This design comes from an exercise in tuning for small area and a short achievable clock period on the open sky130 flow, not from production work. Where RTL was checked, it was by simulation tests only, not by an equivalence proof against the original. No functional check of the RTL was part of run 1. No activity file was given, so power comes from the tool's default toggle rates.

==> design/flow/design.v <==
module rrc_filter #(
	parameter WIDTH = 9
)(
	input logic clk,
	input logic rst,
	input logic signed [WIDTH-1:0] filter_in,
	output logic signed [WIDTH-1:0] filter_out
);
  logic [8:0] sr0, sr1, sr2, sr3, sr4, sr5, sr6, sr7, sr8, sr9, sr10, sr11, sr12, sr13, sr14, sr15, sr16, sr17, sr18, sr19, sr20, sr21, sr22, sr23, sr24, sr25, sr26, sr27;
  always_ff @(posedge clk or posedge rst) begin
    if (rst) begin
      sr0 <= 9'd0;
      sr1 <= 9'd0;
      sr2 <= 9'd0;
      sr3 <= 9'd0;
      sr4 <= 9'd0;
      sr5 <= 9'd0;
      sr6 <= 9'd0;
      sr7 <= 9'd0;
      sr8 <= 9'd0;
      sr9 <= 9'd0;
      sr10 <= 9'd0;
      sr11 <= 9'd0;
      sr12 <= 9'd0;
      sr13 <= 9'd0;
      sr14 <= 9'd0;
      sr15 <= 9'd0;
      sr16 <= 9'd0;
      sr17 <= 9'd0;
      sr18 <= 9'd0;
      sr19 <= 9'd0;
      sr20 <= 9'd0;
      sr21 <= 9'd0;
      sr22 <= 9'd0;
      sr23 <= 9'd0;
      sr24 <= 9'd0;
      sr25 <= 9'd0;
      sr26 <= 9'd0;
      sr27 <= 9'd0;
    end else begin
      sr0 <= filter_in;
      sr1 <= sr0;
      sr2 <= sr1;
      sr3 <= sr2;
      sr4 <= sr3;
      sr5 <= sr4;
      sr6 <= sr5;
      sr7 <= sr6;
      sr8 <= sr7;
      sr9 <= sr8;
      sr10 <= sr9;
      sr11 <= sr10;
      sr12 <= sr11;
      sr13 <= sr12;
      sr14 <= sr13;
      sr15 <= sr14;
      sr16 <= sr15;
      sr17 <= sr16;
      sr18 <= sr17;
      sr19 <= sr18;
      sr20 <= sr19;
      sr21 <= sr20;
      sr22 <= sr21;
      sr23 <= sr22;
      sr24 <= sr23;
      sr25 <= sr24;
      sr26 <= sr25;
      sr27 <= sr26;
    end
  end
  logic [9:0] pv0;
  always_ff @(posedge clk or posedge rst) begin
    if (rst) pv0 <= 10'd0;
    else pv0 <= {sr11[8], sr11} + {sr13[8], sr13};
  end
  logic [28:0] cs3;
  logic [34:0] cs2;
  logic [35:0] cs1;
  wire s1, c2;
  rrc_fa u2 (.a(sr15[1]), .b(sr16[0]), .ci(sr16[2]), .s(s1), .co(c2));
  wire s3, c4;
  rrc_ha u4 (.a(sr17[0]), .b(sr18[2]), .s(s3), .co(c4));
  wire s5, c6;
  rrc_fa u6 (.a(sr15[2]), .b(sr16[1]), .ci(sr16[3]), .s(s5), .co(c6));
  wire s7, c8;
  rrc_fa u8 (.a(sr17[1]), .b(sr18[3]), .ci(sr20[3]), .s(s7), .co(c8));
  wire s9, c10;
  rrc_ha u10 (.a(sr18[1]), .b(sr21[3]), .s(s9), .co(c10));
  wire s11, c12;
  rrc_fa u12 (.a(sr15[3]), .b(sr16[2]), .ci(sr16[4]), .s(s11), .co(c12));
  wire s13, c14;
  rrc_fa u14 (.a(sr17[2]), .b(sr18[4]), .ci(sr20[4]), .s(s13), .co(c14));
  wire s15, c16;
  rrc_fa u16 (.a(sr15[0]), .b(sr18[2]), .ci(sr21[4]), .s(s15), .co(c16));
  wire s17, c18;
  rrc_ha u18 (.a(sr23[4]), .b(sr26[5]), .s(s17), .co(c18));
  wire s19, c20;
  rrc_fa u20 (.a(sr15[4]), .b(sr16[3]), .ci(sr16[5]), .s(s19), .co(c20));
  wire s21, c22;
  rrc_fa u22 (.a(sr17[3]), .b(sr18[5]), .ci(sr20[5]), .s(s21), .co(c22));
  wire s23, c24;
  rrc_fa u24 (.a(sr15[1]), .b(sr18[3]), .ci(sr21[5]), .s(s23), .co(c24));
  wire n25 = ~sr24[6];
  wire s26, c27;
  rrc_fa u27 (.a(sr23[5]), .b(sr26[6]), .ci(n25), .s(s26), .co(c27));
  wire s28, c29;
  rrc_fa u29 (.a(sr15[5]), .b(sr16[4]), .ci(sr16[6]), .s(s28), .co(c29));
  wire s30, c31;
  rrc_fa u31 (.a(sr17[4]), .b(sr18[6]), .ci(sr20[6]), .s(s30), .co(c31));
  wire s32, c33;
  rrc_fa u33 (.a(sr15[2]), .b(sr18[4]), .ci(sr21[6]), .s(s32), .co(c33));
  wire n34 = ~sr24[7];
  wire s35, c36;
  rrc_fa u36 (.a(sr23[6]), .b(sr26[7]), .ci(n34), .s(s35), .co(c36));
  wire s37, c38;
  rrc_fa u38 (.a(sr15[6]), .b(sr16[5]), .ci(sr16[7]), .s(s37), .co(c38));
  wire s39, c40;
  rrc_fa u40 (.a(sr17[5]), .b(sr18[7]), .ci(sr20[7]), .s(s39), .co(c40));
  wire s41, c42;
  rrc_fa u42 (.a(sr15[3]), .b(sr18[5]), .ci(sr21[7]), .s(s41), .co(c42));
  wire s43, c44;
  rrc_fa u44 (.a(sr23[7]), .b(sr24[8]), .ci(sr27[8]), .s(s43), .co(c44));
  wire s45, c46;
  rrc_fa u46 (.a(sr15[4]), .b(sr16[8]), .ci(sr18[6]), .s(s45), .co(c46));
  wire s47, c48;
  rrc_fa u48 (.a(sr15[7]), .b(sr16[6]), .ci(sr17[6]), .s(s47), .co(c48));
  wire s49, c50;
  rrc_ha u50 (.a(sr18[8]), .b(sr20[8]), .s(s49), .co(c50));
  wire s51, c52;
  rrc_fa u52 (.a(sr16[0]), .b(sr18[0]), .ci(sr20[0]), .s(s51), .co(c52));
  wire s53, c54;
  rrc_fa u54 (.a(sr15[0]), .b(sr16[1]), .ci(sr18[1]), .s(s53), .co(c54));
  wire s55, c56;
  rrc_fa u56 (.a(sr20[1]), .b(sr23[1]), .ci(sr26[2]), .s(s55), .co(c56));
  wire s57, c58;
  rrc_fa u58 (.a(sr20[2]), .b(sr23[2]), .ci(sr26[3]), .s(s57), .co(c58));
  wire s59, c60;
  rrc_fa u60 (.a(sr18[0]), .b(sr21[2]), .ci(sr24[3]), .s(s59), .co(c60));
  wire s61, c62;
  rrc_ha u62 (.a(s3), .b(s1), .s(s61), .co(c62));
  wire s63, c64;
  rrc_fa u64 (.a(sr23[3]), .b(sr26[4]), .ci(c4), .s(s63), .co(c64));
  wire s65, c66;
  rrc_fa u66 (.a(sr24[4]), .b(sr27[4]), .ci(s9), .s(s65), .co(c66));
  wire s67, c68;
  rrc_fa u68 (.a(c2), .b(s5), .ci(s7), .s(s67), .co(c68));
  wire s69, c70;
  rrc_fa u70 (.a(sr24[5]), .b(sr27[5]), .ci(c10), .s(s69), .co(c70));
  wire s71, c72;
  rrc_fa u72 (.a(s17), .b(c6), .ci(c8), .s(s71), .co(c72));
  wire n73 = ~s15;
  wire s74, c75;
  rrc_fa u75 (.a(s11), .b(s13), .ci(n73), .s(s74), .co(c75));
  wire s76, c77;
  rrc_fa u77 (.a(c18), .b(c12), .ci(c14), .s(s76), .co(c77));
  wire s78, c79;
  rrc_fa u79 (.a(sr27[6]), .b(c16), .ci(s23), .s(s78), .co(c79));
  wire s80, c81;
  rrc_fa u81 (.a(s19), .b(s21), .ci(s26), .s(s80), .co(c81));
  wire s82, c83;
  rrc_fa u83 (.a(c20), .b(c22), .ci(s28), .s(s82), .co(c83));
  wire s84, c85;
  rrc_fa u85 (.a(sr27[7]), .b(c24), .ci(s32), .s(s84), .co(c85));
  wire s86, c87;
  rrc_fa u87 (.a(s30), .b(c27), .ci(s35), .s(s86), .co(c87));
  wire s88, c89;
  rrc_fa u89 (.a(c29), .b(c31), .ci(s37), .s(s88), .co(c89));
  wire s90, c91;
  rrc_fa u91 (.a(sr26[8]), .b(c33), .ci(s41), .s(s90), .co(c91));
  wire s92, c93;
  rrc_fa u93 (.a(s39), .b(s43), .ci(c36), .s(s92), .co(c93));
  wire s94, c95;
  rrc_fa u95 (.a(sr21[8]), .b(c38), .ci(c40), .s(s94), .co(c95));
  wire s96, c97;
  rrc_fa u97 (.a(sr23[8]), .b(s49), .ci(c42), .s(s96), .co(c97));
  wire n98 = ~s45;
  wire s99, c100;
  rrc_fa u100 (.a(c44), .b(s47), .ci(n98), .s(s99), .co(c100));
  wire s101, c102;
  rrc_fa u102 (.a(sr15[5]), .b(sr15[8]), .ci(sr18[7]), .s(s101), .co(c102));
  wire s103, c104;
  rrc_fa u104 (.a(sr16[7]), .b(sr17[7]), .ci(c48), .s(s103), .co(c104));
  wire s105, c106;
  rrc_ha u106 (.a(c50), .b(c46), .s(s105), .co(c106));
  wire s107, c108;
  rrc_ha u108 (.a(sr15[6]), .b(sr16[8]), .s(s107), .co(c108));
  wire s109, c110;
  rrc_fa u110 (.a(sr21[0]), .b(sr24[1]), .ci(sr27[1]), .s(s109), .co(c110));
  wire s111, c112;
  rrc_fa u112 (.a(sr21[1]), .b(sr24[2]), .ci(sr27[2]), .s(s111), .co(c112));
  wire s113, c114;
  rrc_ha u114 (.a(c52), .b(s53), .s(s113), .co(c114));
  wire s115, c116;
  rrc_fa u116 (.a(c54), .b(c56), .ci(s57), .s(s115), .co(c116));
  wire n117 = ~s61;
  wire s118, c119;
  rrc_fa u119 (.a(sr27[3]), .b(s59), .ci(n117), .s(s118), .co(c119));
  wire s120, c121;
  rrc_fa u121 (.a(c58), .b(s63), .ci(c62), .s(s120), .co(c121));
  wire n122 = ~s67;
  wire s123, c124;
  rrc_fa u124 (.a(c60), .b(s65), .ci(n122), .s(s123), .co(c124));
  wire s125, c126;
  rrc_fa u126 (.a(c64), .b(s71), .ci(c68), .s(s125), .co(c126));
  wire n127 = ~s74;
  wire s128, c129;
  rrc_fa u129 (.a(s69), .b(c66), .ci(n127), .s(s128), .co(c129));
  wire s130, c131;
  rrc_fa u131 (.a(c72), .b(s76), .ci(c75), .s(s130), .co(c131));
  wire n132 = ~s80;
  wire s133, c134;
  rrc_fa u134 (.a(c70), .b(s78), .ci(n132), .s(s133), .co(c134));
  wire s135, c136;
  rrc_fa u136 (.a(c77), .b(s82), .ci(c81), .s(s135), .co(c136));
  wire n137 = ~s86;
  wire s138, c139;
  rrc_fa u139 (.a(c79), .b(s84), .ci(n137), .s(s138), .co(c139));
  wire s140, c141;
  rrc_fa u141 (.a(c83), .b(s88), .ci(s92), .s(s140), .co(c141));
  wire n142 = ~c87;
  wire s143, c144;
  rrc_fa u144 (.a(c85), .b(s90), .ci(n142), .s(s143), .co(c144));
  wire s145, c146;
  rrc_fa u146 (.a(s94), .b(c89), .ci(c93), .s(s145), .co(c146));
  wire n147 = ~s99;
  wire s148, c149;
  rrc_fa u149 (.a(s96), .b(c91), .ci(n147), .s(s148), .co(c149));
  wire s150, c151;
  rrc_fa u151 (.a(s101), .b(s105), .ci(c97), .s(s150), .co(c151));
  wire s152, c153;
  rrc_fa u153 (.a(c95), .b(s103), .ci(c100), .s(s152), .co(c153));
  wire s154, c155;
  rrc_fa u155 (.a(sr17[8]), .b(s107), .ci(c102), .s(s154), .co(c155));
  wire n156 = ~c106;
  wire s157, c158;
  rrc_fa u158 (.a(sr18[8]), .b(c104), .ci(n156), .s(s157), .co(c158));
  wire s159, c160;
  rrc_ha u160 (.a(sr23[0]), .b(sr26[1]), .s(s159), .co(c160));
  wire n161 = ~c110;
  wire s162, c163;
  rrc_fa u163 (.a(s55), .b(s113), .ci(n161), .s(s162), .co(c163));
  wire n164 = ~c112;
  wire s165, c166;
  rrc_fa u166 (.a(c114), .b(s115), .ci(n164), .s(s165), .co(c166));
  wire n167 = ~c119;
  wire s168, c169;
  rrc_fa u169 (.a(c116), .b(s120), .ci(n167), .s(s168), .co(c169));
  wire n170 = ~c124;
  wire s171, c172;
  rrc_fa u172 (.a(c121), .b(s125), .ci(n170), .s(s171), .co(c172));
  wire n173 = ~c129;
  wire s174, c175;
  rrc_fa u175 (.a(c126), .b(s130), .ci(n173), .s(s174), .co(c175));
  wire n176 = ~c134;
  wire s177, c178;
  rrc_fa u178 (.a(c131), .b(s135), .ci(n176), .s(s177), .co(c178));
  wire n179 = ~s143;
  wire s180, c181;
  rrc_fa u181 (.a(c136), .b(s140), .ci(n179), .s(s180), .co(c181));
  wire n182 = ~c144;
  wire s183, c184;
  rrc_fa u184 (.a(c141), .b(s145), .ci(n182), .s(s183), .co(c184));
  wire n185 = ~s150;
  wire s186, c187;
  rrc_fa u187 (.a(c146), .b(s152), .ci(n185), .s(s186), .co(c187));
  wire n188 = ~s154;
  wire s189, c190;
  rrc_fa u190 (.a(s157), .b(c153), .ci(n188), .s(s189), .co(c190));
  wire s191, c192;
  rrc_fa u192 (.a(sr15[7]), .b(c108), .ci(c155), .s(s191), .co(c192));
  wire s193, c194;
  rrc_ha u194 (.a(sr24[0]), .b(sr27[0]), .s(s193), .co(c194));
  wire n195 = ~s109;
  wire s196, c197;
  rrc_fa u197 (.a(s159), .b(s51), .ci(n195), .s(s196), .co(c197));
  wire n198 = ~s111;
  wire s199, c200;
  rrc_fa u200 (.a(c160), .b(s162), .ci(n198), .s(s199), .co(c200));
  wire n201 = ~s118;
  wire s202, c203;
  rrc_fa u203 (.a(c163), .b(s165), .ci(n201), .s(s202), .co(c203));
  wire n204 = ~s123;
  wire s205, c206;
  rrc_fa u206 (.a(c166), .b(s168), .ci(n204), .s(s205), .co(c206));
  wire n207 = ~s128;
  wire s208, c209;
  rrc_fa u209 (.a(c169), .b(s171), .ci(n207), .s(s208), .co(c209));
  wire n210 = ~s133;
  wire s211, c212;
  rrc_fa u212 (.a(c172), .b(s174), .ci(n210), .s(s211), .co(c212));
  wire n213 = ~s138;
  wire s214, c215;
  rrc_fa u215 (.a(c175), .b(s177), .ci(n213), .s(s214), .co(c215));
  wire n216 = ~c139;
  wire s217, c218;
  rrc_fa u218 (.a(c178), .b(s180), .ci(n216), .s(s217), .co(c218));
  wire n219 = ~s148;
  wire s220, c221;
  rrc_fa u221 (.a(s183), .b(c181), .ci(n219), .s(s220), .co(c221));
  wire n222 = ~c149;
  wire s223, c224;
  rrc_fa u224 (.a(s186), .b(c184), .ci(n222), .s(s223), .co(c224));
  wire n225 = ~c151;
  wire s226, c227;
  rrc_fa u227 (.a(s189), .b(c187), .ci(n225), .s(s226), .co(c227));
  wire n228 = ~s191;
  wire s229, c230;
  rrc_fa u230 (.a(c158), .b(c190), .ci(n228), .s(s229), .co(c230));
  wire n231 = ~c192;
  wire s232, c233;
  rrc_ha u233 (.a(sr15[8]), .b(n231), .s(s232), .co(c233));
  wire s234, c235;
  rrc_ha u235 (.a(cs3[8]), .b(cs3[9]), .s(s234), .co(c235));
  wire s236, c237;
  rrc_fa u237 (.a(cs3[10]), .b(cs3[11]), .ci(sr8[2]), .s(s236), .co(c237));
  wire s238, c239;
  rrc_fa u239 (.a(cs3[12]), .b(cs3[13]), .ci(sr8[3]), .s(s238), .co(c239));
  wire s240, c241;
  rrc_ha u241 (.a(sr11[5]), .b(sr13[0]), .s(s240), .co(c241));
  wire s242, c243;
  rrc_fa u243 (.a(cs3[14]), .b(cs3[15]), .ci(sr8[4]), .s(s242), .co(c243));
  wire s244, c245;
  rrc_fa u245 (.a(sr11[6]), .b(sr13[0]), .ci(sr13[1]), .s(s244), .co(c245));
  wire s246, c247;
  rrc_fa u247 (.a(sr11[3]), .b(sr15[3]), .ci(pv0[3]), .s(s246), .co(c247));
  wire s248, c249;
  rrc_fa u249 (.a(cs3[16]), .b(cs3[17]), .ci(sr8[5]), .s(s248), .co(c249));
  wire s250, c251;
  rrc_fa u251 (.a(sr11[7]), .b(sr13[1]), .ci(sr13[2]), .s(s250), .co(c251));
  wire s252, c253;
  rrc_fa u253 (.a(sr11[4]), .b(sr15[4]), .ci(pv0[4]), .s(s252), .co(c253));
  wire s254, c255;
  rrc_ha u255 (.a(sr13[6]), .b(sr15[7]), .s(s254), .co(c255));
  wire s256, c257;
  rrc_fa u257 (.a(cs3[18]), .b(cs3[19]), .ci(sr8[6]), .s(s256), .co(c257));
  wire s258, c259;
  rrc_fa u259 (.a(sr13[2]), .b(sr13[3]), .ci(sr13[7]), .s(s258), .co(c259));
  wire s260, c261;
  rrc_fa u261 (.a(sr11[5]), .b(sr11[8]), .ci(sr15[5]), .s(s260), .co(c261));
  wire n262 = ~sr15[8];
  wire s263, c264;
  rrc_fa u264 (.a(pv0[2]), .b(pv0[9]), .ci(n262), .s(s263), .co(c264));
  wire s265, c266;
  rrc_fa u266 (.a(cs3[20]), .b(cs3[21]), .ci(sr8[7]), .s(s265), .co(c266));
  wire s267, c268;
  rrc_fa u268 (.a(sr11[6]), .b(sr13[8]), .ci(sr15[6]), .s(s267), .co(c268));
  wire s269, c270;
  rrc_ha u270 (.a(sr13[3]), .b(sr13[4]), .s(s269), .co(c270));
  wire s271, c272;
  rrc_fa u272 (.a(cs3[22]), .b(cs3[23]), .ci(sr13[4]), .s(s271), .co(c272));
  wire s273, c274;
  rrc_ha u274 (.a(sr8[8]), .b(sr11[7]), .s(s273), .co(c274));
  wire s275, c276;
  rrc_ha u276 (.a(cs3[24]), .b(cs3[25]), .s(s275), .co(c276));
  wire s277, c278;
  rrc_ha u278 (.a(cs3[6]), .b(cs3[7]), .s(s277), .co(c278));
  wire s279, c280;
  rrc_fa u280 (.a(sr8[1]), .b(sr11[3]), .ci(sr13[2]), .s(s279), .co(c280));
  wire s281, c282;
  rrc_fa u282 (.a(sr11[0]), .b(sr15[0]), .ci(pv0[0]), .s(s281), .co(c282));
  wire s283, c284;
  rrc_fa u284 (.a(sr11[4]), .b(sr13[3]), .ci(sr15[4]), .s(s283), .co(c284));
  wire s285, c286;
  rrc_fa u286 (.a(sr11[1]), .b(sr15[1]), .ci(pv0[1]), .s(s285), .co(c286));
  wire s287, c288;
  rrc_ha u288 (.a(c235), .b(s236), .s(s287), .co(c288));
  wire s289, c290;
  rrc_fa u290 (.a(sr11[2]), .b(sr15[2]), .ci(pv0[2]), .s(s289), .co(c290));
  wire s291, c292;
  rrc_fa u292 (.a(sr13[4]), .b(sr15[5]), .ci(s240), .s(s291), .co(c292));
  wire n293 = ~pv0[6];
  wire s294, c295;
  rrc_fa u295 (.a(c237), .b(s238), .ci(n293), .s(s294), .co(c295));
  wire s296, c297;
  rrc_fa u297 (.a(sr13[5]), .b(sr15[6]), .ci(pv0[0]), .s(s296), .co(c297));
  wire s298, c299;
  rrc_fa u299 (.a(c241), .b(c239), .ci(s242), .s(s298), .co(c299));
  wire n300 = ~s244;
  wire s301, c302;
  rrc_fa u302 (.a(pv0[7]), .b(s246), .ci(n300), .s(s301), .co(c302));
  wire s303, c304;
  rrc_fa u304 (.a(pv0[1]), .b(s254), .ci(c243), .s(s303), .co(c304));
  wire s305, c306;
  rrc_fa u306 (.a(c245), .b(s248), .ci(s250), .s(s305), .co(c306));
  wire s307, c308;
  rrc_fa u308 (.a(pv0[8]), .b(c247), .ci(s252), .s(s307), .co(c308));
  wire s309, c310;
  rrc_fa u310 (.a(c255), .b(c249), .ci(c251), .s(s309), .co(c310));
  wire s311, c312;
  rrc_fa u312 (.a(pv0[5]), .b(c253), .ci(s260), .s(s311), .co(c312));
  wire s313, c314;
  rrc_fa u314 (.a(s256), .b(s258), .ci(s263), .s(s313), .co(c314));
  wire s315, c316;
  rrc_fa u316 (.a(pv0[3]), .b(s269), .ci(c257), .s(s315), .co(c316));
  wire s317, c318;
  rrc_fa u318 (.a(pv0[6]), .b(c261), .ci(s267), .s(s317), .co(c318));
  wire s319, c320;
  rrc_fa u320 (.a(c259), .b(s265), .ci(c264), .s(s319), .co(c320));
  wire s321, c322;
  rrc_fa u322 (.a(sr13[5]), .b(pv0[4]), .ci(c270), .s(s321), .co(c322));
  wire s323, c324;
  rrc_fa u324 (.a(sr15[7]), .b(pv0[7]), .ci(s273), .s(s323), .co(c324));
  wire n325 = ~c268;
  wire s326, c327;
  rrc_fa u327 (.a(c266), .b(s271), .ci(n325), .s(s326), .co(c327));
  wire s328, c329;
  rrc_fa u329 (.a(sr11[8]), .b(sr13[5]), .ci(sr13[6]), .s(s328), .co(c329));
  wire s330, c331;
  rrc_fa u331 (.a(sr15[8]), .b(pv0[5]), .ci(s275), .s(s330), .co(c331));
  wire n332 = ~c272;
  wire s333, c334;
  rrc_fa u334 (.a(pv0[8]), .b(c274), .ci(n332), .s(s333), .co(c334));
  wire s335, c336;
  rrc_fa u336 (.a(cs3[26]), .b(cs3[27]), .ci(sr13[6]), .s(s335), .co(c336));
  wire s337, c338;
  rrc_fa u338 (.a(sr13[7]), .b(pv0[6]), .ci(pv0[9]), .s(s337), .co(c338));
  wire s339, c340;
  rrc_ha u340 (.a(cs3[2]), .b(sr11[0]), .s(s339), .co(c340));
  wire s341, c342;
  rrc_fa u342 (.a(cs3[4]), .b(cs3[5]), .ci(sr11[1]), .s(s341), .co(c342));
  wire s343, c344;
  rrc_ha u344 (.a(sr13[0]), .b(sr15[1]), .s(s343), .co(c344));
  wire s345, c346;
  rrc_fa u346 (.a(sr8[0]), .b(sr11[2]), .ci(sr13[1]), .s(s345), .co(c346));
  wire n347 = ~pv0[3];
  wire s348, c349;
  rrc_fa u349 (.a(sr15[2]), .b(s277), .ci(n347), .s(s348), .co(c349));
  wire s350, c351;
  rrc_fa u351 (.a(sr15[3]), .b(c278), .ci(s234), .s(s350), .co(c351));
  wire n352 = ~s279;
  wire s353, c354;
  rrc_fa u354 (.a(pv0[4]), .b(s281), .ci(n352), .s(s353), .co(c354));
  wire s355, c356;
  rrc_fa u356 (.a(pv0[5]), .b(c282), .ci(s285), .s(s355), .co(c356));
  wire s357, c358;
  rrc_fa u358 (.a(c280), .b(s283), .ci(s287), .s(s357), .co(c358));
  wire s359, c360;
  rrc_fa u360 (.a(c284), .b(c288), .ci(s291), .s(s359), .co(c360));
  wire n361 = ~s294;
  wire s362, c363;
  rrc_fa u363 (.a(c286), .b(s289), .ci(n361), .s(s362), .co(c363));
  wire s364, c365;
  rrc_fa u365 (.a(s296), .b(c292), .ci(c295), .s(s364), .co(c365));
  wire n366 = ~s298;
  wire s367, c368;
  rrc_fa u368 (.a(c290), .b(s301), .ci(n366), .s(s367), .co(c368));
  wire s369, c370;
  rrc_fa u370 (.a(c297), .b(s303), .ci(c299), .s(s369), .co(c370));
  wire n371 = ~s305;
  wire s372, c373;
  rrc_fa u373 (.a(s307), .b(c302), .ci(n371), .s(s372), .co(c373));
  wire s374, c375;
  rrc_fa u375 (.a(c304), .b(s309), .ci(c306), .s(s374), .co(c375));
  wire n376 = ~s313;
  wire s377, c378;
  rrc_fa u378 (.a(c308), .b(s311), .ci(n376), .s(s377), .co(c378));
  wire s379, c380;
  rrc_fa u380 (.a(c310), .b(s315), .ci(s319), .s(s379), .co(c380));
  wire n381 = ~c314;
  wire s382, c383;
  rrc_fa u383 (.a(c312), .b(s317), .ci(n381), .s(s382), .co(c383));
  wire s384, c385;
  rrc_fa u385 (.a(s321), .b(c316), .ci(c320), .s(s384), .co(c385));
  wire n386 = ~s326;
  wire s387, c388;
  rrc_fa u388 (.a(s323), .b(c318), .ci(n386), .s(s387), .co(c388));
  wire s389, c390;
  rrc_fa u390 (.a(s328), .b(c322), .ci(s330), .s(s389), .co(c390));
  wire n391 = ~c327;
  wire s392, c393;
  rrc_fa u393 (.a(c324), .b(s333), .ci(n391), .s(s392), .co(c393));
  wire s394, c395;
  rrc_fa u395 (.a(c276), .b(c329), .ci(s335), .s(s394), .co(c395));
  wire n396 = ~c334;
  wire s397, c398;
  rrc_fa u398 (.a(s337), .b(c331), .ci(n396), .s(s397), .co(c398));
  wire s399, c400;
  rrc_fa u400 (.a(cs3[28]), .b(sr13[7]), .ci(pv0[7]), .s(s399), .co(c400));
  wire n401 = ~sr13[8];
  wire s402, c403;
  rrc_fa u403 (.a(c336), .b(c338), .ci(n401), .s(s402), .co(c403));
  wire s404, c405;
  rrc_ha u405 (.a(cs3[3]), .b(pv0[1]), .s(s404), .co(c405));
  wire s406, c407;
  rrc_fa u407 (.a(c340), .b(s343), .ci(s341), .s(s406), .co(c407));
  wire s408, c409;
  rrc_fa u409 (.a(c344), .b(c342), .ci(s345), .s(s408), .co(c409));
  wire s410, c411;
  rrc_fa u411 (.a(c346), .b(c349), .ci(s350), .s(s410), .co(c411));
  wire n412 = ~s355;
  wire s413, c414;
  rrc_fa u414 (.a(c351), .b(s357), .ci(n412), .s(s413), .co(c414));
  wire n415 = ~c356;
  wire s416, c417;
  rrc_fa u417 (.a(c358), .b(s359), .ci(n415), .s(s416), .co(c417));
  wire n418 = ~c363;
  wire s419, c420;
  rrc_fa u420 (.a(c360), .b(s364), .ci(n418), .s(s419), .co(c420));
  wire n421 = ~c368;
  wire s422, c423;
  rrc_fa u423 (.a(c365), .b(s369), .ci(n421), .s(s422), .co(c423));
  wire n424 = ~c373;
  wire s425, c426;
  rrc_fa u426 (.a(c370), .b(s374), .ci(n424), .s(s425), .co(c426));
  wire n427 = ~s382;
  wire s428, c429;
  rrc_fa u429 (.a(c375), .b(s379), .ci(n427), .s(s428), .co(c429));
  wire n430 = ~c383;
  wire s431, c432;
  rrc_fa u432 (.a(c380), .b(s384), .ci(n430), .s(s431), .co(c432));
  wire n433 = ~c388;
  wire s434, c435;
  rrc_fa u435 (.a(s389), .b(c385), .ci(n433), .s(s434), .co(c435));
  wire s436, c437;
  rrc_fa u437 (.a(s394), .b(c390), .ci(s397), .s(s436), .co(c437));
  wire s438, c439;
  rrc_fa u439 (.a(s399), .b(s402), .ci(c395), .s(s438), .co(c439));
  wire s440, c441;
  rrc_fa u441 (.a(pv0[8]), .b(c400), .ci(c403), .s(s440), .co(c441));
  wire s442, c443;
  rrc_ha u443 (.a(cs3[1]), .b(pv0[0]), .s(s442), .co(c443));
  wire n444 = ~s404;
  wire s445, c446;
  rrc_fa u446 (.a(sr15[0]), .b(s339), .ci(n444), .s(s445), .co(c446));
  wire n447 = ~s406;
  wire s448, c449;
  rrc_fa u449 (.a(pv0[2]), .b(c405), .ci(n447), .s(s448), .co(c449));
  wire s450, c451;
  rrc_fa u451 (.a(s348), .b(c407), .ci(s408), .s(s450), .co(c451));
  wire n452 = ~s353;
  wire s453, c454;
  rrc_fa u454 (.a(c409), .b(s410), .ci(n452), .s(s453), .co(c454));
  wire n455 = ~c354;
  wire s456, c457;
  rrc_fa u457 (.a(c411), .b(s413), .ci(n455), .s(s456), .co(c457));
  wire n458 = ~s362;
  wire s459, c460;
  rrc_fa u460 (.a(c414), .b(s416), .ci(n458), .s(s459), .co(c460));
  wire n461 = ~s367;
  wire s462, c463;
  rrc_fa u463 (.a(c417), .b(s419), .ci(n461), .s(s462), .co(c463));
  wire n464 = ~s372;
  wire s465, c466;
  rrc_fa u466 (.a(c420), .b(s422), .ci(n464), .s(s465), .co(c466));
  wire n467 = ~s377;
  wire s468, c469;
  rrc_fa u469 (.a(c423), .b(s425), .ci(n467), .s(s468), .co(c469));
  wire n470 = ~c378;
  wire s471, c472;
  rrc_fa u472 (.a(c426), .b(s428), .ci(n470), .s(s471), .co(c472));
  wire n473 = ~s387;
  wire s474, c475;
  rrc_fa u475 (.a(s431), .b(c429), .ci(n473), .s(s474), .co(c475));
  wire n476 = ~s392;
  wire s477, c478;
  rrc_fa u478 (.a(c432), .b(s434), .ci(n476), .s(s477), .co(c478));
  wire n479 = ~c393;
  wire s480, c481;
  rrc_fa u481 (.a(s436), .b(c435), .ci(n479), .s(s480), .co(c481));
  wire s482, c483;
  rrc_fa u483 (.a(s438), .b(c398), .ci(c437), .s(s482), .co(c483));
  wire n484 = ~sr13[8];
  wire s485, c486;
  rrc_fa u486 (.a(s440), .b(c439), .ci(n484), .s(s485), .co(c486));
  wire n487 = ~pv0[9];
  wire s488, c489;
  rrc_ha u489 (.a(c441), .b(n487), .s(s488), .co(c489));
  wire s490, c491;
  rrc_ha u491 (.a(cs2[5]), .b(sr0[2]), .s(s490), .co(c491));
  wire s492, c493;
  rrc_fa u493 (.a(cs2[6]), .b(sr0[3]), .ci(sr3[2]), .s(s492), .co(c493));
  wire s494, c495;
  rrc_fa u495 (.a(sr6[2]), .b(sr8[2]), .ci(sr10[0]), .s(s494), .co(c495));
  wire s496, c497;
  rrc_fa u497 (.a(cs2[8]), .b(cs2[9]), .ci(sr0[4]), .s(s496), .co(c497));
  wire s498, c499;
  rrc_fa u499 (.a(sr3[3]), .b(sr6[3]), .ci(sr8[3]), .s(s498), .co(c499));
  wire s500, c501;
  rrc_ha u501 (.a(sr10[1]), .b(sr10[3]), .s(s500), .co(c501));
  wire s502, c503;
  rrc_fa u503 (.a(cs2[10]), .b(cs2[11]), .ci(sr0[5]), .s(s502), .co(c503));
  wire s504, c505;
  rrc_fa u505 (.a(sr3[4]), .b(sr6[4]), .ci(sr8[4]), .s(s504), .co(c505));
  wire s506, c507;
  rrc_fa u507 (.a(sr2[5]), .b(sr5[4]), .ci(sr8[2]), .s(s506), .co(c507));
  wire s508, c509;
  rrc_ha u509 (.a(sr10[2]), .b(sr10[4]), .s(s508), .co(c509));
  wire s510, c511;
  rrc_fa u511 (.a(cs2[12]), .b(cs2[13]), .ci(sr0[6]), .s(s510), .co(c511));
  wire s512, c513;
  rrc_fa u513 (.a(sr3[5]), .b(sr6[5]), .ci(sr8[5]), .s(s512), .co(c513));
  wire s514, c515;
  rrc_fa u515 (.a(sr2[6]), .b(sr5[5]), .ci(sr8[3]), .s(s514), .co(c515));
  wire s516, c517;
  rrc_fa u517 (.a(sr10[3]), .b(sr10[5]), .ci(sr11[4]), .s(s516), .co(c517));
  wire s518, c519;
  rrc_fa u519 (.a(cs2[14]), .b(cs2[15]), .ci(sr0[7]), .s(s518), .co(c519));
  wire s520, c521;
  rrc_fa u521 (.a(sr3[6]), .b(sr6[6]), .ci(sr8[6]), .s(s520), .co(c521));
  wire s522, c523;
  rrc_fa u523 (.a(sr2[7]), .b(sr5[6]), .ci(sr8[4]), .s(s522), .co(c523));
  wire s524, c525;
  rrc_fa u525 (.a(sr10[4]), .b(sr10[6]), .ci(sr11[5]), .s(s524), .co(c525));
  wire s526, c527;
  rrc_fa u527 (.a(cs2[16]), .b(cs2[17]), .ci(sr2[8]), .s(s526), .co(c527));
  wire s528, c529;
  rrc_fa u529 (.a(sr3[7]), .b(sr6[7]), .ci(sr8[7]), .s(s528), .co(c529));
  wire s530, c531;
  rrc_fa u531 (.a(sr0[8]), .b(sr5[7]), .ci(sr8[5]), .s(s530), .co(c531));
  wire s532, c533;
  rrc_fa u533 (.a(sr10[5]), .b(sr10[7]), .ci(sr11[6]), .s(s532), .co(c533));
  wire s534, c535;
  rrc_fa u535 (.a(sr3[8]), .b(sr6[8]), .ci(sr8[6]), .s(s534), .co(c535));
  wire s536, c537;
  rrc_fa u537 (.a(cs2[18]), .b(cs2[19]), .ci(sr5[8]), .s(s536), .co(c537));
  wire s538, c539;
  rrc_fa u539 (.a(sr8[8]), .b(sr10[8]), .ci(sr11[4]), .s(s538), .co(c539));
  wire s540, c541;
  rrc_fa u541 (.a(cs2[2]), .b(sr0[1]), .ci(sr3[0]), .s(s540), .co(c541));
  wire s542, c543;
  rrc_ha u543 (.a(sr6[0]), .b(sr8[0]), .s(s542), .co(c543));
  wire s544, c545;
  rrc_fa u545 (.a(sr3[1]), .b(sr6[1]), .ci(sr8[1]), .s(s544), .co(c545));
  wire s546, c547;
  rrc_fa u547 (.a(cs2[4]), .b(sr2[2]), .ci(sr5[1]), .s(s546), .co(c547));
  wire s548, c549;
  rrc_ha u549 (.a(sr10[1]), .b(sr11[0]), .s(s548), .co(c549));
  wire s550, c551;
  rrc_fa u551 (.a(cs2[7]), .b(sr2[3]), .ci(sr5[2]), .s(s550), .co(c551));
  wire s552, c553;
  rrc_fa u553 (.a(sr10[2]), .b(sr11[1]), .ci(c491), .s(s552), .co(c553));
  wire n554 = ~sr8[0];
  wire s555, c556;
  rrc_fa u556 (.a(s492), .b(s494), .ci(n554), .s(s555), .co(c556));
  wire s557, c558;
  rrc_fa u558 (.a(sr2[4]), .b(sr5[3]), .ci(sr8[1]), .s(s557), .co(c558));
  wire s559, c560;
  rrc_fa u560 (.a(sr11[2]), .b(s500), .ci(c493), .s(s559), .co(c560));
  wire s561, c562;
  rrc_fa u562 (.a(c495), .b(s496), .ci(s498), .s(s561), .co(c562));
  wire s563, c564;
  rrc_fa u564 (.a(sr11[3]), .b(c501), .ci(s508), .s(s563), .co(c564));
  wire s565, c566;
  rrc_fa u566 (.a(c497), .b(c499), .ci(s502), .s(s565), .co(c566));
  wire n567 = ~s504;
  wire s568, c569;
  rrc_fa u569 (.a(sr11[0]), .b(s506), .ci(n567), .s(s568), .co(c569));
  wire s570, c571;
  rrc_fa u571 (.a(c509), .b(c503), .ci(c505), .s(s570), .co(c571));
  wire s572, c573;
  rrc_fa u573 (.a(s510), .b(s512), .ci(s516), .s(s572), .co(c573));
  wire s574, c575;
  rrc_fa u575 (.a(sr11[1]), .b(c507), .ci(s514), .s(s574), .co(c575));
  wire s576, c577;
  rrc_fa u577 (.a(c511), .b(c513), .ci(c517), .s(s576), .co(c577));
  wire s578, c579;
  rrc_fa u579 (.a(s518), .b(s520), .ci(s524), .s(s578), .co(c579));
  wire s580, c581;
  rrc_fa u581 (.a(sr11[2]), .b(c515), .ci(s522), .s(s580), .co(c581));
  wire s582, c583;
  rrc_fa u583 (.a(c519), .b(c521), .ci(c525), .s(s582), .co(c583));
  wire s584, c585;
  rrc_fa u585 (.a(s526), .b(s528), .ci(s532), .s(s584), .co(c585));
  wire s586, c587;
  rrc_fa u587 (.a(sr11[3]), .b(c523), .ci(s530), .s(s586), .co(c587));
  wire s588, c589;
  rrc_fa u589 (.a(sr10[6]), .b(sr11[7]), .ci(c527), .s(s588), .co(c589));
  wire s590, c591;
  rrc_fa u591 (.a(c529), .b(c533), .ci(s536), .s(s590), .co(c591));
  wire s592, c593;
  rrc_fa u593 (.a(c531), .b(s534), .ci(s538), .s(s592), .co(c593));
  wire s594, c595;
  rrc_fa u595 (.a(sr8[7]), .b(sr11[5]), .ci(sr11[8]), .s(s594), .co(c595));
  wire s596, c597;
  rrc_fa u597 (.a(cs2[20]), .b(cs2[21]), .ci(sr10[7]), .s(s596), .co(c597));
  wire n598 = ~c537;
  wire s599, c600;
  rrc_fa u600 (.a(c535), .b(c539), .ci(n598), .s(s599), .co(c600));
  wire s601, c602;
  rrc_fa u602 (.a(cs2[22]), .b(cs2[23]), .ci(sr8[8]), .s(s601), .co(c602));
  wire s603, c604;
  rrc_fa u604 (.a(cs2[3]), .b(sr2[1]), .ci(sr5[0]), .s(s603), .co(c604));
  wire s605, c606;
  rrc_fa u606 (.a(c543), .b(s490), .ci(s548), .s(s605), .co(c606));
  wire s607, c608;
  rrc_ha u608 (.a(c541), .b(s544), .s(s607), .co(c608));
  wire s609, c610;
  rrc_fa u610 (.a(c549), .b(c545), .ci(s552), .s(s609), .co(c610));
  wire n611 = ~s555;
  wire s612, c613;
  rrc_fa u613 (.a(c547), .b(s550), .ci(n611), .s(s612), .co(c613));
  wire s614, c615;
  rrc_fa u615 (.a(c553), .b(s559), .ci(c556), .s(s614), .co(c615));
  wire n616 = ~s561;
  wire s617, c618;
  rrc_fa u618 (.a(c551), .b(s557), .ci(n616), .s(s617), .co(c618));
  wire s619, c620;
  rrc_fa u620 (.a(s563), .b(c560), .ci(c562), .s(s619), .co(c620));
  wire n621 = ~s565;
  wire s622, c623;
  rrc_fa u623 (.a(c558), .b(s568), .ci(n621), .s(s622), .co(c623));
  wire s624, c625;
  rrc_fa u625 (.a(c564), .b(s570), .ci(c566), .s(s624), .co(c625));
  wire n626 = ~s572;
  wire s627, c628;
  rrc_fa u628 (.a(s574), .b(c569), .ci(n626), .s(s627), .co(c628));
  wire s629, c630;
  rrc_fa u630 (.a(c571), .b(s576), .ci(c573), .s(s629), .co(c630));
  wire n631 = ~s578;
  wire s632, c633;
  rrc_fa u633 (.a(c575), .b(s580), .ci(n631), .s(s632), .co(c633));
  wire s634, c635;
  rrc_fa u635 (.a(c577), .b(s582), .ci(c579), .s(s634), .co(c635));
  wire n636 = ~s584;
  wire s637, c638;
  rrc_fa u638 (.a(c581), .b(s586), .ci(n636), .s(s637), .co(c638));
  wire s639, c640;
  rrc_fa u640 (.a(c583), .b(s588), .ci(c585), .s(s639), .co(c640));
  wire n641 = ~s590;
  wire s642, c643;
  rrc_fa u643 (.a(c587), .b(s592), .ci(n641), .s(s642), .co(c643));
  wire s644, c645;
  rrc_fa u645 (.a(s596), .b(c589), .ci(c591), .s(s644), .co(c645));
  wire s646, c647;
  rrc_fa u647 (.a(s594), .b(c593), .ci(s599), .s(s646), .co(c647));
  wire s648, c649;
  rrc_fa u649 (.a(sr10[8]), .b(sr11[6]), .ci(c595), .s(s648), .co(c649));
  wire n650 = ~c600;
  wire s651, c652;
  rrc_fa u652 (.a(c597), .b(s601), .ci(n650), .s(s651), .co(c652));
  wire s653, c654;
  rrc_fa u654 (.a(cs2[24]), .b(cs2[25]), .ci(c602), .s(s653), .co(c654));
  wire s655, c656;
  rrc_ha u656 (.a(cs2[0]), .b(sr0[0]), .s(s655), .co(c656));
  wire s657, c658;
  rrc_fa u658 (.a(sr10[0]), .b(s542), .ci(s540), .s(s657), .co(c658));
  wire n659 = ~c604;
  wire s660, c661;
  rrc_fa u661 (.a(s605), .b(s607), .ci(n659), .s(s660), .co(c661));
  wire s662, c663;
  rrc_fa u663 (.a(c606), .b(c608), .ci(s609), .s(s662), .co(c663));
  wire n664 = ~c613;
  wire s665, c666;
  rrc_fa u666 (.a(c610), .b(s614), .ci(n664), .s(s665), .co(c666));
  wire n667 = ~c618;
  wire s668, c669;
  rrc_fa u669 (.a(c615), .b(s619), .ci(n667), .s(s668), .co(c669));
  wire n670 = ~c623;
  wire s671, c672;
  rrc_fa u672 (.a(c620), .b(s624), .ci(n670), .s(s671), .co(c672));
  wire n673 = ~c628;
  wire s674, c675;
  rrc_fa u675 (.a(c625), .b(s629), .ci(n673), .s(s674), .co(c675));
  wire n676 = ~c633;
  wire s677, c678;
  rrc_fa u678 (.a(c630), .b(s634), .ci(n676), .s(s677), .co(c678));
  wire n679 = ~c638;
  wire s680, c681;
  rrc_fa u681 (.a(c635), .b(s639), .ci(n679), .s(s680), .co(c681));
  wire n682 = ~s646;
  wire s683, c684;
  rrc_fa u684 (.a(c640), .b(s644), .ci(n682), .s(s683), .co(c684));
  wire n685 = ~s648;
  wire s686, c687;
  rrc_fa u687 (.a(c645), .b(s651), .ci(n685), .s(s686), .co(c687));
  wire n688 = ~sr11[7];
  wire s689, c690;
  rrc_fa u690 (.a(s653), .b(c652), .ci(n688), .s(s689), .co(c690));
  wire s691, c692;
  rrc_fa u692 (.a(cs2[26]), .b(cs2[27]), .ci(sr11[8]), .s(s691), .co(c692));
  wire s693, c694;
  rrc_ha u694 (.a(cs2[1]), .b(sr2[0]), .s(s693), .co(c694));
  wire n695 = ~s603;
  wire s696, c697;
  rrc_fa u697 (.a(c656), .b(s657), .ci(n695), .s(s696), .co(c697));
  wire n698 = ~s546;
  wire s699, c700;
  rrc_fa u700 (.a(c658), .b(s660), .ci(n698), .s(s699), .co(c700));
  wire n701 = ~s612;
  wire s702, c703;
  rrc_fa u703 (.a(c661), .b(s662), .ci(n701), .s(s702), .co(c703));
  wire n704 = ~s617;
  wire s705, c706;
  rrc_fa u706 (.a(c663), .b(s665), .ci(n704), .s(s705), .co(c706));
  wire n707 = ~s622;
  wire s708, c709;
  rrc_fa u709 (.a(c666), .b(s668), .ci(n707), .s(s708), .co(c709));
  wire n710 = ~s627;
  wire s711, c712;
  rrc_fa u712 (.a(c669), .b(s671), .ci(n710), .s(s711), .co(c712));
  wire n713 = ~s632;
  wire s714, c715;
  rrc_fa u715 (.a(c672), .b(s674), .ci(n713), .s(s714), .co(c715));
  wire n716 = ~s637;
  wire s717, c718;
  rrc_fa u718 (.a(c675), .b(s677), .ci(n716), .s(s717), .co(c718));
  wire n719 = ~s642;
  wire s720, c721;
  rrc_fa u721 (.a(c678), .b(s680), .ci(n719), .s(s720), .co(c721));
  wire n722 = ~c643;
  wire s723, c724;
  rrc_fa u724 (.a(c681), .b(s683), .ci(n722), .s(s723), .co(c724));
  wire n725 = ~c647;
  wire s726, c727;
  rrc_fa u727 (.a(s686), .b(c684), .ci(n725), .s(s726), .co(c727));
  wire n728 = ~c649;
  wire s729, c730;
  rrc_fa u730 (.a(s689), .b(c687), .ci(n728), .s(s729), .co(c730));
  wire s731, c732;
  rrc_fa u732 (.a(s691), .b(c654), .ci(c690), .s(s731), .co(c732));
  wire s733, c734;
  rrc_fa u734 (.a(cs2[28]), .b(cs2[29]), .ci(c692), .s(s733), .co(c734));
  wire s735, c736;
  rrc_ha u736 (.a(cs2[30]), .b(cs2[31]), .s(s735), .co(c736));
  wire s737, c738;
  rrc_ha u738 (.a(cs2[32]), .b(cs2[33]), .s(s737), .co(c738));
  wire n739 = ~cs1[1];
  wire n740 = ~sr0[0];
  wire n741 = ~cs1[3];
  wire n742 = ~sr0[1];
  wire n743 = ~sr0[2];
  wire n744 = ~sr0[3];
  wire n745 = ~sr0[4];
  wire n746 = ~sr0[5];
  wire n747 = ~sr0[6];
  wire n748 = ~sr0[7];
  wire n749 = ~cs1[4];
  wire s750, c751;
  rrc_ha u751 (.a(cs1[6]), .b(cs1[7]), .s(s750), .co(c751));
  wire s752, c753;
  rrc_fa1 u753 (.a(cs1[8]), .b(cs1[9]), .s(s752), .co(c753));
  wire s754, c755;
  rrc_fa1 u755 (.a(cs1[10]), .b(cs1[11]), .s(s754), .co(c755));
  wire s756, c757;
  rrc_fa1 u757 (.a(cs1[12]), .b(cs1[13]), .s(s756), .co(c757));
  wire s758, c759;
  rrc_ha u759 (.a(cs1[14]), .b(cs1[15]), .s(s758), .co(c759));
  wire s760, c761;
  rrc_ha u761 (.a(cs1[16]), .b(cs1[17]), .s(s760), .co(c761));
  wire n762 = ~cs1[18];
  wire n763 = ~cs1[20];
  wire n764 = ~cs1[22];
  wire s765, c766;
  rrc_ha u766 (.a(cs1[0]), .b(n739), .s(s765), .co(c766));
  wire s767, c768;
  rrc_fa u768 (.a(cs1[2]), .b(n741), .ci(n742), .s(s767), .co(c768));
  wire s769, c770;
  rrc_fa u770 (.a(cs1[5]), .b(n743), .ci(n749), .s(s769), .co(c770));
  wire s771, c772;
  rrc_fa u772 (.a(cs1[4]), .b(n744), .ci(s750), .s(s771), .co(c772));
  wire s773, c774;
  rrc_fa u774 (.a(n745), .b(c751), .ci(s752), .s(s773), .co(c774));
  wire s775, c776;
  rrc_fa u776 (.a(n746), .b(c753), .ci(s754), .s(s775), .co(c776));
  wire s777, c778;
  rrc_fa u778 (.a(n747), .b(c755), .ci(s756), .s(s777), .co(c778));
  wire s779, c780;
  rrc_fa u780 (.a(n748), .b(c757), .ci(s758), .s(s779), .co(c780));
  wire s781, c782;
  rrc_fa u782 (.a(sr0[8]), .b(c759), .ci(s760), .s(s781), .co(c782));
  wire s783, c784;
  rrc_fa u784 (.a(cs1[19]), .b(n762), .ci(c761), .s(s783), .co(c784));
  wire s785, c786;
  rrc_fa u786 (.a(cs1[21]), .b(cs1[18]), .ci(n763), .s(s785), .co(c786));
  wire s787, c788;
  rrc_fa u788 (.a(cs1[23]), .b(cs1[20]), .ci(n764), .s(s787), .co(c788));
  wire s789, c790;
  rrc_fa u790 (.a(cs1[24]), .b(cs1[25]), .ci(cs1[22]), .s(s789), .co(c790));
  wire s791, c792;
  rrc_ha u792 (.a(cs1[26]), .b(cs1[27]), .s(s791), .co(c792));
  wire s793, c794;
  rrc_fa1 u794 (.a(cs1[28]), .b(cs1[29]), .s(s793), .co(c794));
  wire s795, c796;
  rrc_ha u796 (.a(cs1[30]), .b(cs1[31]), .s(s795), .co(c796));
  wire s797, c798;
  rrc_fa1 u798 (.a(cs1[32]), .b(cs1[33]), .s(s797), .co(c798));
  wire s799, c800;
  rrc_ha u800 (.a(cs1[34]), .b(cs1[35]), .s(s799), .co(c800));
  always_ff @(posedge clk or posedge rst) begin
    if (rst) cs3 <= 29'b01100111000111010000111000100;
    else cs3 <= {c233, c230, s232, c227, s229, c224, s226, c221, s223, c218, s220, c215, s217, c212, s214, c209, s211, c206, s208, c203, s205, c200, s202, c197, s199, c194, s196, s193, sr26[0]};
  end
  always_ff @(posedge clk or posedge rst) begin
    if (rst) cs2 <= 35'b01100100011100111001000010001110000;
    else cs2 <= {c489, c486, s488, c483, s485, c481, s482, c478, s480, c475, s477, c472, s474, c469, s471, c466, s468, c463, s465, c460, s462, c457, s459, c454, s456, c451, s453, c449, s450, c446, s448, c443, s445, s442, cs3[0]};
  end
  always_ff @(posedge clk or posedge rst) begin
    if (rst) cs1 <= 36'b100000110011010101110011000001000100;
    else cs1 <= {c738, cs2[34], c736, s737, c734, s735, c732, s733, c730, s731, c727, s729, c724, s726, c721, s723, c718, s720, c715, s717, c712, s714, c709, s711, c706, s708, c703, s705, c700, s702, c697, s699, c694, s696, s693, s655};
  end
  wire [18:0] fa_ = {c800, s799, s797, s795, s793, s791, s789, s787, s785, s783, s781, s779, s777, s775, s773, s771, s769, s767, n740};
  wire [18:0] fb_ = {1'b0, c798, c796, c794, c792, c790, c788, c786, c784, c782, c780, c778, c776, c774, c772, c770, c768, c766, s765};
  wire [18:0] sum_ = fa_ + fb_ + 19'd262144;
  wire ovf_ = (sum_[18] != sum_[16]) || (sum_[17] != sum_[16]);
  wire [8:0] y_ = ovf_ ? (sum_[18] ? 9'h100 : 9'h0ff) : sum_[16:8];
  always_ff @(posedge clk or posedge rst) begin
    if (rst) filter_out <= 9'd0;
    else filter_out <= y_;
  end
endmodule
module rrc_fa (input logic a, input logic b, input logic ci, output logic s, output logic co);
  assign s = a ^ b ^ ci;
  assign co = (a & b) | (a & ci) | (b & ci);
endmodule
module rrc_fa1 (input logic a, input logic b, output logic s, output logic co);
  assign s = ~(a ^ b);
  assign co = a | b;
endmodule
module rrc_ha (input logic a, input logic b, output logic s, output logic co);
  assign s = a ^ b;
  assign co = a & b;
endmodule
==> design/flow/flow/run.sh <==
#!/bin/bash
# Own layout flow: the standard ORFS flow (standard.sh, unchanged synthesis), with
#  - timing repair aimed below the design's period (SETUP_SLACK_MARGIN; the SDC is unchanged),
#  - port buffers of a normal buffer cell rather than the smallest one.
# Each step's full log is kept by ORFS under orfs/logs/; make's own output goes to flow.log.
set -uo pipefail
bash standard.sh SETUP_SLACK_MARGIN=7.3 "BUFFER_PORTS_ARGS=-buffer_cell sky130_fd_sc_hd__buf_4" finish > flow.log 2>&1
==> design/flow/standard.sh <==
#!/bin/bash
# synth_recipe.tcl (not shown) runs the flow's synth.tcl, then flattens the netlist and writes it again
# the make line also repeats each setting of config.mk as NAME=value (left out here)
make -C /OpenROAD-flow-scripts/flow DESIGN_CONFIG=/design/flow/config.mk WORK_HOME=/design/flow/orfs CLKGATE_MAP_FILE= SYNTH_SCRIPT=/design/flow/synth_recipe.tcl "${@:-finish}"
==> design/flow/config.mk <==
export PLATFORM = sky130hd
export DESIGN_NAME = rrc_filter
export DESIGN_NICKNAME = rrc_filter
export VERILOG_FILES = /design/flow/design.v
export SDC_FILE = /design/flow/constraint.sdc
export NUM_CORES = 4
export LEC_CHECK = 0
export ABC_CLOCK_PERIOD_IN_PS = 2500
export CAP_MARGIN = 20
export CORE_MARGIN = 2
export CORE_UTILIZATION = 55
export CTS_BUF_LIST = sky130_fd_sc_hd__clkbuf_4 sky130_fd_sc_hd__clkbuf_8
export CTS_CLUSTER_DIAMETER = 60
export CTS_CLUSTER_SIZE = 20
export SLEW_MARGIN = 20
export SYNTH_HIERARCHICAL = 1
==> design/flow/constraint.sdc <==
create_clock -name core_clock -period 10.5 [get_ports {clk}]
set_input_delay 2.1000 -clock core_clock [delete_from_list [all_inputs] [get_ports {clk}]]
set_output_delay 2.1000 -clock core_clock [all_outputs]
set_load 0.01 [all_outputs]
==> key figures, run 1 <==
Outcome
  – Status: timing/DRC/antenna clean

STA
  – Final Critical Period: 3.21 ns
  – Final Max Tran Viols: 0
  – Setup TNS: 0 ns
  – F_max: 0.311 GHz
  – Worst Tran Pin Value: 0.865 ns
  – Fin crit share: 0.306
  – Worst Hold Slack: 0.346 ns
  – Final Setup Violations: 0
  – Unrepaired setup endpoints after global routing: true
  – Clk_skew: 0.0175 ns
  – Setup ws final: 7.29 ns
  – Relative slew margins: 0.423
  – Final Hold Vio Count: 0

Clock tree
  – Root Buffer Master: clkbuf_8
  – H-Tree Depth: 2
  – Cts hold-fix bufs: 0
  – TritonCTS Buffers: 34
  – CTS tree: built
  – CTS sink count: 370
  – Clock transition at path regs: 0.09 ns
  – Clock Tree Buf Depth: 3
  – Clk latency of the worst-skew pair: 0.55 ns

Die
  – Core area: 31400 sq um
  – Die height: 182 um
  – Row count: 65
  – I/O pin total: 20
  – Die X: 182 um
  – Initial Utilization: 0.556
  – Die ar.: 33200 sq um

Synthesis
  – Synth top area share: 0.472
  – Syn_nets: 1381
  – Yosys warning total: 7
  – Register area share after synthesis: 0.533
  – FF+latch count, synth: 370
  – Yosys cell types: 40
  – Mean Syn Cell Area: 17.4 sq um
  – Top-count cell post-synth: dfrtp_1
  – Yosys top cell by area: dfrtp_1
  – Post-synth top cells: 329 x dfrtp_1, 295 x fa_1, 147 x inv_1
  – Post-synth EDFFs: 0
  – Mapped Area: 17500 sq um
  – Syn Inst Count: 1003
  – Synth top area cells: dfrtp_1 47%, fa_1 34%, dfstp_2 6.2%, ha_1 5.2%, inv_1 3.2%
  – FFs w/ async S/R, synth: 1.00
  – Dominant synthesized flop cell: dfrtp_1

Place
  – Dpl hpwl: 22800 um
  – Setup WS pre-CTS: 6.35 ns
  – Placed Area: 18100 sq um
  – Port-buffer cells: 19
  – GPL Wtd Cong: 0.779

Worst setup path
  – Crit path depth: 11
  – Worst Path Buf+Inv: 2
  – FF-to-FF Start: cs1[20]$_DFF_PP1_
  – Crit-path max FO: 8
  – R2R Setup Slk: 7.29 ns
  – Critical Path, Cell by Cell: inv_1 -> fa_1 -> ha_1 -> and4_4 -> and3_1 -> o211ai_1 -> a21o_1 -> a311oi_4 -> o21ai_2 -> buf_6 -> o21ai_1
  – CP Data Required Time: 10.96 ns
  – Worst setup SP type: flip-flop
  – RR Endpoint: filter_out[2]$_DFF_PP0_
  – Arrival @ worst endpoint: 3.67 ns
  – Crit end category: flip-flop
  – Max stage delay cell, worst path: dfstp_2
  – CP Class: reg2reg
  – Delay-heaviest family, CP: compound AO/OA/AOI/OAI gates
  – Worst reg2reg path depth: 11
  – Largest stage delay, worst path: 0.55 ns

Power and ir drop
  – Peak supply drop: 0.000240 V
  – Sw Ratio: 0.406
  – Clk pwr share: 0.142
  – Pwr Density: 345 nW/um^2
  – Pint: 0.00393 W
  – Sequential share of power: 0.306
  – Switch Pwr: 0.00268 W
  – Pleak: 8.61 nW
  – Overall power: 0.00661 W
  – Combinational share of power: 0.552

Route
  – Via Count: 7509
  – Final ANT Viol Nets: 0
  – M1 wire length: 12700 um
  – DRC: 0
  – DR iter-0 viols: 276
  – Vias per std cell: 5.02
  – Post-DR wirelength/cell: 19.7 um
  – DRT Wirelength: 29500 um
  – Wire length on met3: 938 um
  – Met2 routed WL: 15300 um
  – DRT Pass-1 Iters: 4
  – Top layer in use: met4

Global routing
  – Maximum number of pins on one net before global-route repair: 154
  – Initial antenna violation count: 0
  – First-pass GRT wire length: 49600 um
  – GRT Util Overall: 0.201
  – Congestion Overflow GR: 0
  – Vias in the first global route: 8739

Hold path
  – Min-Delay Endpoint: sr2[7]$_DFF_PP0_
  – Hold Path Class: reg2reg
  – Hold depth: 0
  – Hold Crit Start: sr1[7]$_DFF_PP0_

Cells and area
  – Nets: 1445
  – Area of the multi-input gates: 7700 sq um
  – Area grow syn2layout: 9.68%
  – Diode count: 0
  – # fillers: 2393
  – Register area: 9330 sq um
  – Post-route cell area: 19100 sq um
  – Share of layout cells above drive strength 1: 0.157

Run
  – Total of max-cap violations: 0
-- flip-flops by register name, indices dropped and copies added, names as in the netlist, 10 cells and up --
| name | flops |
|---|---|
| cs2 | 35 |
| pv0 | 10 |
| cs1 | 36 |
| cs3 | 28 |
-- per-layer routing --
layer  vias to the layer above  GRT usage
met2                        93      0.330
li1                       3240          -
met5                         -          0
met3                        35     0.0319
met1                      4141      0.293
met4                         0     0.0426
-- what timing repair did --
| action | 4_1_cts | 5_1_grt |
|---|---|---|
| gates cloned | 0 | 1 |
| endpoints found under the setup margin | 235 | 105 |
| resized for setup | 25 | 18 |
| pin swaps | 8 | 0 |
| buffers inserted | 2 | 3 |
-- cell usage in the layout, fill, tap and decap left out, drive strengths merged, types with 2 or more instances in the layout --
cell type and count:
o21a 2, and3 4, a31oi 2, a211o 3
o21ai 19, dfstp 41, a21o 5, o21bai 3
clkbuf 42, nor2b 2, dfrtp 329, nor2 7
xor2 8, a31o 2, buf 28, fa 295
nor3 2, nand3 6, a21oi 16, a211oi 4
clkinv 8, xnor2 7, o211ai 3, inv 155
nand2 12, clkinvlp 4, ha 72
-- kinds of logic (layout without fill, tap and decap cells) --
kind of cell	after synthesis	after routing	share of synthesized area
simple gates	37	37	0.0108
fa+ha+maj	367	367	0.390
compound gates	66	66	0.0267
flops	370	370	0.533
buf+inv	148	238	0.0318
xor+xnor	15	15	0.00753
-- per-module statistics from Yosys (local to each module, per instance) --
module	times used	cells inside
rrc_ha	41	1
rrc_fa	294	1
rrc_fa1	5	5
rrc_filter	1	643
-- final cells by class --
| type | count | area share |
|---|---|---|
| clock buffer | 41 | 0.0288 |
| sequential | 370 | 0.487 |
| inverter | 147 | 0.0290 |
| timing repair buffer | 29 | 0.0147 |
| tap | 402 | 0.0263 |
| clock inverter | 21 | 0.0120 |
| multi-input combinational | 485 | 0.402 |
-- per-stage QoR --
| step | cells | utilization |
|---|---|---|
| floorplan | 1003 | - |
| global placement | 1427 | 0.578 |
| detailed placement | 1427 | 0.578 |
| CTS | 1491 | 0.607 |
| global route | 1495 | 0.610 |
| finish | 1495 | 0.610 |
-- how the worst max path moves through the flow --
stage                 startpoint  slack, ns                      end
2_1_floorplan                rst       3.47         cs1[0]$_DFF_PP0_
3_3_place_gp                 rst       6.38         sr0[0]$_DFF_PP0_
3_5_place_dp                 rst       6.35         sr1[0]$_DFF_PP0_
4_1_cts        cs1[12]$_DFF_PP1_       7.30  filter_out[1]$_DFF_PP0_
5_1_grt        cs1[12]$_DFF_PP1_       7.18  filter_out[0]$_DFF_PP0_
6_report       cs1[20]$_DFF_PP1_       7.29  filter_out[2]$_DFF_PP0_
-- power by group through the flow --
stage               clock [W]  combinational, W  sequential, W
floorplan                   0           0.00267        0.00200
global placement            0           0.00345        0.00206
detailed placement          0           0.00354        0.00206
CTS                  0.000980           0.00371        0.00203
global route          0.00104           0.00426        0.00206
finish               0.000938           0.00365        0.00202
==> run 2: changes to the inputs <==
--- a/design/flow/design.v
+++ b/design/flow/design.v
@@ -889,7 +889,7 @@
     else cs1 <= {c738, cs2[34], c736, s737, c734, s735, c732, s733, c730, s731, c727, s729, c724, s726, c721, s723, c718, s720, c715, s717, c712, s714, c709, s711, c706, s708, c703, s705, c700, s702, c697, s699, c694, s696, s693, s655};
   end
-  wire [18:0] fa_ = {c800, s799, s797, s795, s793, s791, s789, s787, s785, s783, s781, s779, s777, s775, s773, s771, s769, s767, n740};
-  wire [18:0] fb_ = {1'b0, c798, c796, c794, c792, c790, c788, c786, c784, c782, c780, c778, c776, c774, c772, c770, c768, c766, s765};
-  wire [18:0] sum_ = fa_ + fb_ + 19'd262144;
+  wire [18:0] fa_ = {1'b1, s799, s797, s795, s793, s791, s789, s787, s785, s783, s781, s779, s777, s775, s773, s771, s769, s767, n740};
+  wire [18:0] fb_ = {c800, c798, c796, c794, c792, c790, c788, c786, c784, c782, c780, c778, c776, c774, c772, c770, c768, c766, s765};
+  wire [18:0] sum_ = fa_ + fb_;
   wire ovf_ = (sum_[18] != sum_[16]) || (sum_[17] != sum_[16]);
   wire [8:0] y_ = ovf_ ? (sum_[18] ? 9'h100 : 9'h0ff) : sum_[16:8];
--- a/design/flow/config.mk
+++ b/design/flow/config.mk
@@ -6,5 +6,5 @@
 export NUM_CORES = 4
 export LEC_CHECK = 0
-export ABC_CLOCK_PERIOD_IN_PS = 2500
+export ABC_CLOCK_PERIOD_IN_PS = 800
 export CAP_MARGIN = 20
 export CORE_MARGIN = 2
==> run 2 against run 1 <==
Effect of this change:
- still clean
- synthesized area unchanged
- cell area stayed put
- flip-flop and latch count did not move
- setup slack stayed put
- via count stayed put
- sequential power about the same
- register-to-register slack about the same
- fmax stayed put
- critical endpoint unchanged
- largest cell class unchanged
- largest power group unchanged
==> key figures, run 2 <==
Clock tree
  – CTS tree: built
  – Clock Tree Buf Depth: 3
  – CTS sink count: 370
  – Cts hold-fix bufs: 0
  – Clk latency of the worst-skew pair: 0.55 ns
  – Clock transition at path regs: 0.09 ns
  – H-Tree Depth: 2
  – Root Buffer Master: clkbuf_8
  – TritonCTS Buffers: 34

Run
  – Total of max-cap violations: 0

Route
  – DR iter-0 viols: 276
  – Vias per std cell: 5.02
  – Final ANT Viol Nets: 0
  – Via Count: 7509
  – Post-DR wirelength/cell: 19.7 um
  – DRT Wirelength: 29500 um
  – DRT Pass-1 Iters: 4
  – DRC: 0

Place
  – Placed Instances: 1427
  – Setup WS pre-CTS: 6.35 ns
  – Placed Area: 18100 sq um
  – Port-buffer cells: 19
  – Dpl hpwl: 22800 um
  – GPL Wtd Cong: 0.779

STA
  – Final Setup Violations: 0
  – Worst Tran Pin Value: 0.865 ns
  – Setup TNS: 0 ns
  – Final Max Tran Viols: 0
  – Fin crit share: 0.306
  – Relative slew margins: 0.423
  – Unrepaired setup endpoints after global routing: true
  – Setup ws final: 7.29 ns
  – F_max: 0.311 GHz
  – Final Hold Vio Count: 0
  – Final Critical Period: 3.21 ns
  – Clk_skew: 0.0175 ns

Outcome
  – Status: timing/DRC/antenna clean

Worst setup path
  – Worst setup endpoint: filter_out[2]$_DFF_PP0_
  – Worst reg2reg path depth: 11
  – CP Data Required Time: 10.96 ns
  – FF-to-FF Start: cs1[20]$_DFF_PP1_
  – RR Endpoint: filter_out[2]$_DFF_PP0_
  – Setup crit start: cs1[20]$_DFF_PP1_
  – CP Class: reg2reg
  – Arrival @ worst endpoint: 3.67 ns
  – Worst setup SP type: flip-flop
  – R2R Setup Slk: 7.29 ns
  – Crit end category: flip-flop
  – Crit-path max FO: 8

Cells and area
  – Share of layout cells above drive strength 1: 0.157
  – Post-route cell area: 19100 sq um
  – Non-Filler Instances: 1495
  – # fillers: 2393
  – Most frequent cells in the layout: 314 x dfrtp_1, 295 x fa_1, 143 x inv_1
  – Diode count: 0
  – Biggest regs: cs1: 36 flops, cs2: 35 flops, cs3: 28 flops
  – Area grow syn2layout: 9.68%
  – Nets: 1445
  – Largest reg by FF count: cs1
  – Commonest non-fill, non-tap cell in the layout: dfrtp_1
  – Max reg flops: 36

Synthesis
  – Yosys top cell by area: dfrtp_1
  – Post-synth EDFFs: 0
  – Syn_nets: 1381
  – FF+latch count, synth: 370
  – Yosys cell types: 40
  – FFs w/ async S/R, synth: 1.00
  – Post-synth top cells: 329 x dfrtp_1, 295 x fa_1, 147 x inv_1
  – Mapped Area: 17500 sq um
  – Register area share after synthesis: 0.533
  – Yosys warning total: 7
  – Synth top area share: 0.472
  – Mean Syn Cell Area: 17.4 sq um
  – Synth top area cells: dfrtp_1 47%, fa_1 34%, dfstp_2 6.2%, ha_1 5.2%, inv_1 3.2%
  – Top-count cell post-synth: dfrtp_1
  – Dominant synthesized flop cell: dfrtp_1
  – Syn Inst Count: 1003

Global routing
  – Initial antenna violation count: 0
  – GRT Util Overall: 0.201
  – Congestion Overflow GR: 0
  – First-pass GRT wire length: 49600 um
  – Vias in the first global route: 8739
  – Maximum number of pins on one net before global-route repair: 154

Die
  – Die ar.: 33200 sq um
  – Row count: 65
  – Initial Utilization: 0.556
  – Die height: 182 um
  – Die X: 182 um
  – I/O pin total: 20
  – Core area: 31400 sq um

Hold path
  – Hold Path Class: reg2reg

Power and ir drop
  – Pleak: 8.61 nW
  – Peak supply drop: 0.000240 V
  – Overall power: 0.00661 W
  – Pwr Density: 345 nW/um^2
run 2: cell counts in the layout (fill, tap and decap cells not counted):
No cell type changed its count.
run 2: layer usage:
layer  global-route usage  wire [um]  up-vias
met2                0.330      15300       93
li1                     -          -     3240
met3               0.0319        938       35
met5                    0          0        -
met1                0.293      12700     4141
met4               0.0426        484        0
run 2: repair_timing:
action	CTS	global route
hold endpoints to repair	0	0
cloned	0	1
resized for setup	25	18
pin swaps	8	0
setup endpoints to repair	235	105
buffers inserted	2	3
run 2: layout make-up:
class,instances,area [sq um],area share
clock buffer,41,552,0.0288
clock inverter,21,229,0.0120
inverter,147,556,0.0290
multi-input combinational,485,7700,0.402
sequential,370,9330,0.487
tap,402,503,0.0263
timing repair buffer,29,282,0.0147
run 2: cells by family (layout without fill, tap and decap cells):
kind of cell | count (synthesis) | in the layout | synth area share
DFF | 370 | 370 | 0.533
adders and majority gates | 367 | 367 | 0.390
buffers and inverters | 148 | 238 | 0.0318
xor gates and xnor gates | 15 | 15 | 0.00753
and+or+nand+nor | 37 | 37 | 0.0108
AOI/OAI and AO/OA | 66 | 66 | 0.0267
run 2: modules after synthesis, one instance, submodules excluded:
module / flops+latches / copies in the design / cells / cell area, sq um
rrc_ha: 0 / 41 / 1 / 12.5
rrc_fa1: 0 / 5 / 5 / 27.5
rrc_filter: 370 / 1 / 643 / 10900
rrc_fa: 0 / 294 / 1 / 20.0
run 2: power breakdown:
group	internal (W)	switching, W
Sequential	0.00185	0.000175
Combinational	0.00168	0.00198
Clock	0.000408	0.000531
Total	0.00393	0.00268
run 2: stage by stage:
| step | hold slack (ns) | util |
|---|---|---|
| 6_report | 0.346 | 0.610 |
| 5_1_grt | 0.358 | 0.610 |
| 4_1_cts | 0.352 | 0.607 |
| 3_5_place_dp | 0.335 | 0.578 |
| 3_3_place_gp | 0.331 | 0.578 |
| 2_1_floorplan | 0.331 | - |
run 2: how the worst min path moves through the flow:
stage / start / end / slack (ns) / cells after the start
finish: sr1[7]$_DFF_PP0_ / sr2[7]$_DFF_PP0_ / 0.35 / 0
global route: sr7[4]$_DFF_PP0_ / sr8[4]$_DFF_PP0_ / 0.36 / 0
CTS: sr1[7]$_DFF_PP0_ / sr2[7]$_DFF_PP0_ / 0.35 / 0
detailed placement: sr12[5]$_DFF_PP0_ / sr13[5]$_DFF_PP0_ / 0.33 / 0
global placement: sr14[7]$_DFF_PP0_ / sr15[7]$_DFF_PP0_ / 0.33 / 0
floorplan: cs2[34]$_DFF_PP0_ / cs1[34]$_DFF_PP0_ / 0.33 / 0
run 2: critical path, stage by stage (launching register included):
cell      delay [ns]
dfstp_2         0.55
inv_1           0.05
fa_1            0.43
ha_1            0.40
and4_4          0.29
and3_1          0.24
o211ai_1        0.23
a21o_1          0.26
a311oi_4        0.35
o21ai_2         0.10
buf_6           0.15
o21ai_1         0.08

Check on run 2: ideal ports give 7.290 ns setup slack; a clkbuf_16 on the clock port and buf_2 on the inputs give 7.290 ns; moving port delays by the midpoint clock arrival (0.588 ns) as well gives 7.025 ns.
